Context: an optimization exercise on an open-source flow, tuned for small area and a short achievable clock period. The choices shown serve that exercise and are no tape-out recipe. Function was checked by simulation only, so behaviour that the tests miss may differ from the original. No driver is modelled on the clock port, so clock power and skew are understated where the tree is cut down; a real chip needs a root buffer or a tree.

## try-xenon
// mul32
module mul32 (
    input             clk,
    input      [31:0] a,
    input      [31:0] b,
    output reg [63:0] product
);
Settings: LEC_CHECK=0, ABC_AREA=1, CAP_MARGIN=20, CORE_MARGIN=2, CORE_UTILIZATION=40, SLEW_MARGIN=20, SYNTH_HIERARCHICAL=1, SYNTH_MINIMUM_KEEP_SIZE=0; clock period 30.0 ns.
standard.sh (not shown) runs the stock make flow with config.mk's settings and CLKGATE_MAP_FILE= SYNTH_SCRIPT=/design/flow/synth_recipe.tcl, a recipe that flattens the netlist after the stock synthesis.
==> flow/flow/run.sh <==
#!/bin/bash
export BUFFER_PORTS_ARGS="-buffer_cell sky130_fd_sc_hd__buf_2"
export CTS_ARGS="-sink_clustering_enable -repair_clock_nets -dont_use_dummy_load"
export POST_CTS_TCL="$PWD/flow/clock_inv.tcl"
export SETUP_SLACK_MARGIN=23.30
bash standard.sh > standard.log 2>&1
==> flow/flow/clock_inv.tcl <==
# Clock tree rework, run after CTS. CTS builds one root buffer that drives
# every leaf buffer across the die. Here the clock port instead drives up to
# four root inverters, one per quadrant of the leaves, and each leaf buffer
# becomes an inverter: every register's clock still passes through the same
# two stages (now inverting twice), keeping the tree balanced, with about
# half the insertion delay. Leaf clusters and flip-flops are left as CTS
# made them.
set root_cell sky130_fd_sc_hd__clkinv_16
set leaf_cell sky130_fd_sc_hd__clkinv_8
set block [ord::get_db_block]
set port_net [[$block findBTerm clk] getNet]
set roots {}
foreach it [$port_net getITerms] { lappend roots [$it getInst] }
if {[llength $roots] != 1} { error "clock_roots: expected one root buffer, found [llength $roots]" }
set root [lindex $roots 0]
set root_master [[$root getMaster] getName]
set root_out ""
foreach it [$root getITerms] {
  if {[$it isOutputSignal]} { set root_out [$it getNet] }
}
set leaves {}
foreach it [$root_out getITerms] {
  if {[$it isInputSignal]} { lappend leaves $it }
}
# every leaf must be a buffer whose output drives only flip-flop clock pins
foreach it $leaves {
  set li [$it getInst]
  if {![string match "*clkbuf*" [[$li getMaster] getName]]} { error "clock_roots: unexpected leaf [$li getName]" }
  foreach o [$li getITerms] {
    if {[$o isOutputSignal]} {
      foreach s [[$o getNet] getITerms] {
        if {[$s isInputSignal] && ![string match "*dfxtp*" [[[$s getInst] getMaster] getName]]} {
          error "clock_roots: leaf [$li getName] drives [[$s getInst] getName]"
        }
      }
    }
  }
}
puts "clock_roots: root [$root getName] ($root_master) drives [llength $leaves] pins"
# split the leaves at the median x, then each half at its median y
proc loc {it} {
  set b [[$it getInst] getBBox]
  return [list [expr {([$b xMin] + [$b xMax]) / 2}] [expr {([$b yMin] + [$b yMax]) / 2}]]
}
set pts {}
foreach it $leaves { lappend pts [concat [loc $it] [list $it]] }
set pts [lsort -integer -index 0 $pts]
set h [expr {[llength $pts] / 2}]
set groups {}
foreach half [list [lrange $pts 0 [expr {$h - 1}]] [lrange $pts $h end]] {
  set half [lsort -integer -index 1 $half]
  set q [expr {[llength $half] / 2}]
  lappend groups [lrange $half 0 [expr {$q - 1}]] [lrange $half $q end]
}
set n 0
foreach g $groups {
  if {[llength $g] == 0} continue
  set sx 0; set sy 0
  foreach p $g { incr sx [lindex $p 0]; incr sy [lindex $p 1] }
  set cx [expr {$sx / [llength $g]}]
  set cy [expr {$sy / [llength $g]}]
  set bname "clkroot_$n"
  set nname "clkroot_net_$n"
  set inst [odb::dbInst_create $block [[ord::get_db] findMaster $root_cell] $bname]
  set net [odb::dbNet_create $block $nname]
  $inst setLocation $cx $cy
  $inst setPlacementStatus PLACED
  $net setSigType CLOCK
  foreach p $g {
    set it [lindex $p 2]
    $it disconnect
    $it connect $net
  }
  foreach it [$inst getITerms] {
    if {[$it isOutputSignal]} { $it connect $net }
    if {[$it isInputSignal]} { $it connect $port_net }
  }
  puts "clock_roots: $bname at $cx $cy drives [llength $g] pins"
  incr n
}
# replace each leaf buffer by an inverter at the same place
set k 0
foreach it $leaves {
  set li [$it getInst]
  set in_net ""
  set out_net ""
  foreach t [$li getITerms] {
    if {[$t isInputSignal]} { set in_net [$t getNet] }
    if {[$t isOutputSignal]} { set out_net [$t getNet] }
  }
  set loc [$li getLocation]
  set ni [odb::dbInst_create $block [[ord::get_db] findMaster $leaf_cell] "clkleaf_$k"]
  $ni setLocation [lindex $loc 0] [lindex $loc 1]
  $ni setPlacementStatus PLACED
  odb::dbInst_destroy $li
  foreach t [$ni getITerms] {
    if {[$t isInputSignal]} { $t connect $in_net }
    if {[$t isOutputSignal]} { $t connect $out_net }
  }
  incr k
}
odb::dbInst_destroy $root
odb::dbNet_destroy $root_out
detailed_placement
check_placement
estimate_parasitics -placement
try-xenon ran to completion and came out clean on the timing, DRC and antenna checks.
Here is what was changed in the inputs of try-raven compared with try-xenon.
-- flow/flow/run.sh --
<<< try-xenon, line 4
export POST_CTS_TCL="$PWD/flow/clock_inv.tcl"
export SETUP_SLACK_MARGIN=23.30
bash standard.sh > standard.log 2>&1
>>> try-raven, line 4
export POST_CTS_TCL="$PWD/flow/clock_inv.tcl"
export SETUP_SLACK_MARGIN=23.30
export POST_GLOBAL_PLACE_TCL="$PWD/flow/keep_outputs.tcl"
bash standard.sh > standard.log 2>&1
-- flow/flow/clock_inv.tcl --
<<< try-xenon, line 7
# made them.
set root_cell sky130_fd_sc_hd__clkinv_16
set leaf_cell sky130_fd_sc_hd__clkinv_8
set block [ord::get_db_block]
set port_net [[$block findBTerm clk] getNet]
>>> try-raven, line 7
# made them.
set root_cell sky130_fd_sc_hd__clkinv_16
set leaf_cell sky130_fd_sc_hd__clkinv_4
set block [ord::get_db_block]
set port_net [[$block findBTerm clk] getNet]
==> flow/flow/keep_outputs.tcl (new file) <==
set block [ord::get_db_block]
set n 0
foreach bt [$block getBTerms] {
  if {[$bt getIoType] != "OUTPUT"} continue
  foreach it [[$bt getNet] getITerms] {
    if {[$it isOutputSignal]} {
      [$it getInst] setDoNotTouch 1
      incr n
    }
  }
}
puts "keep_outputs: $n output buffers marked dont_touch"
Results
try-raven reached the final stage; the timing, DRC and antenna checks on its layout passed. Looking at try-raven and try-xenon, the average wire per standard cell is a wash. Summary of try-raven over try-xenon: sequential share of layout area shows no meaningful change; routed wire length flat. Looking at try-raven and try-xenon, the count of placed standard cells in the final layout, fillers left out is a wash. Launch point of the critical path: product[43] -> try-raven, product[62] -> try-xenon. Delta (try-raven minus try-xenon): starting density of the core flat, delay of the slowest critical-path stage flat, count of buffers from port buffering held, worst-skew pair later-pin latency level. STATUS via count: try-raven wins against try-xenon.
Edits applied to the flow inputs when going from try-raven to try-garnet:
Settings: ABC_AREA changed from 1 to 0.
==> flow/flow/keep_outputs.tcl <==
set block [ord::get_db_block]
set n 0
foreach bt [$block getBTerms] {
  if {[$bt getIoType] != "OUTPUT"} continue
  set net [$bt getNet]
  foreach it [$net getITerms] {
    if {![$it isOutputSignal]} continue
    set buf [$it getInst]
    $buf setDoNotTouch 1
    incr n
    foreach bi [$buf getITerms] {
      if {![$bi isInputSignal]} continue
      foreach d [[$bi getNet] getITerms] {
        if {[$d isOutputSignal] && [[[$d getInst] getMaster] isSequential]} {
          [$d getInst] setDoNotTouch 1
          incr n
        }
      }
    }
  }
}
puts "keep_outputs: $n cells marked dont_touch"
Results
Changes observed in try-garnet relative to try-raven: post-place setup slack down 560 ps, vertical die dimension down 1.5 µm, total standard cell area after synthesis down 1.2%. Synthesized-area fraction occupied by ao, oa, aoi and oai cells delta for try-garnet relative to try-raven: 1.2 points higher. In the summary table, try-garnet is marked failed, with error ODB-0370 raised in clock tree synthesis (4_1_cts). Per the comparison of try-garnet with try-raven, count of distinct cell types in the synthesized netlist now larger; horizontal die dimension saw a decrease.
Setup changes, try-garnet to try-maple
Settings: swapping 0 for 1 in ABC_AREA.
==> flow/flow/run.sh <==
#!/bin/bash
export BUFFER_PORTS_ARGS="-buffer_cell sky130_fd_sc_hd__buf_2"
export CTS_ARGS="-sink_clustering_enable -repair_clock_nets -dont_use_dummy_load"
export POST_CTS_TCL="$PWD/flow/clock_inv.tcl"
export SETUP_SLACK_MARGIN=23.35
bash standard.sh > standard.log 2>&1
-- flow/flow/clock_inv.tcl --
<<< try-garnet, line 7
# made them.
set root_cell sky130_fd_sc_hd__clkinv_16
set leaf_cell sky130_fd_sc_hd__clkinv_4
set block [ord::get_db_block]
set port_net [[$block findBTerm clk] getNet]
>>> try-maple, line 7
# made them.
set root_cell sky130_fd_sc_hd__clkinv_16
set leaf_cell sky130_fd_sc_hd__clkinv_8
set block [ord::get_db_block]
set port_net [[$block findBTerm clk] getNet]
removed: flow/flow/keep_outputs.tcl
### Flow results
- try-maple has completed all stages; timing, DRC and antenna checks passed.
- On try-maple: mean area per synthesized cell is about 3% lower than what try-garnet gave.
- For flip-flop and latch count after synthesis, try-maple and try-garnet come out practically identical.
- Looking at try-maple and try-garnet, the sequential-to-total area share from yosys stat is a wash.
- Diff try-garnet -> try-maple: chip width moved up; standard cell area after detailed placement went up by 1.2%.
- Worst slack at placement for try-maple: 560 ps up relative to try-garnet
## Diff of input files: try-tundra against try-maple
==> flow/flow/run.sh <==
#!/bin/bash
export BUFFER_PORTS_ARGS="-buffer_cell sky130_fd_sc_hd__buf_2"
export CTS_ARGS="-sink_clustering_enable -repair_clock_nets -dont_use_dummy_load"
export POST_CTS_TCL="$PWD/flow/clock_inv.tcl"
export SETUP_SLACK_MARGIN=23.30
export POST_GLOBAL_PLACE_TCL="$PWD/flow/keep_outputs.tcl"
bash standard.sh > standard.log 2>&1
==> flow/flow/keep_outputs.tcl (new file) <==
set block [ord::get_db_block]
set n 0
foreach bt [$block getBTerms] {
  if {[$bt getIoType] != "OUTPUT"} continue
  set net [$bt getNet]
  foreach it [$net getITerms] {
    if {![$it isOutputSignal]} continue
    set buf [$it getInst]
    $buf setDoNotTouch 1
    incr n
    foreach bi [$buf getITerms] {
      if {![$bi isInputSignal]} continue
      foreach d [[$bi getNet] getITerms] {
        if {[$d isOutputSignal] && [[[$d getInst] getMaster] isSequential]} {
          [$d getInst] setDoNotTouch 1
          incr n
        }
      }
    }
  }
}
puts "keep_outputs: $n cells marked dont_touch"
### Flow results
Diff try-tundra..try-maple | net count after synthesis | unchanged
try-tundra vs. try-maple: post-synthesis compound-gate area fraction barely changed; post-synthesis async set-or-reset flop share level.
Status: try-tundra FAILED at clock tree synthesis (4_1_cts) (tool error)
try-maple finished every step from synthesis to the final layout, and the layout passed the timing, DRC and antenna checks.
The clock cells of try-xenon, try-raven and try-maple come from the design's own scripts or RTL, not from TritonCTS.

separate check: timing with driven ports:
No port has a modelled driver above. Below, the same layouts with a new extraction and two added sets of constraints. Step 1, drivers: a clkbuf_16 drives clk and a buf_2 each remaining input, both assumed. Step 2 times the ports against the registers' clock, not the clock port: input delays grow and output delays shrink by t, the midpoint of the rising clock arrivals with the driver on. Three values: ideal, step 1, step 2; two values: the first two.
| run | shift t [ns] | slack for setup (ns) | worst setup path after step 2 | worst data-port slew with drivers (ns) |
|---|---|---|---|---|
| try-xenon | 0.404 | 23.400 / 23.147 / 23.478 | input to register | 0.10 |
| try-raven | 0.386 | 23.380 / 23.136 / 23.480 | input to register | 0.09 |
| try-maple | 0.405 | 23.401 / 23.145 / 23.474 | input to register | 0.10 |
After both steps setup and hold are still met in every run listed.
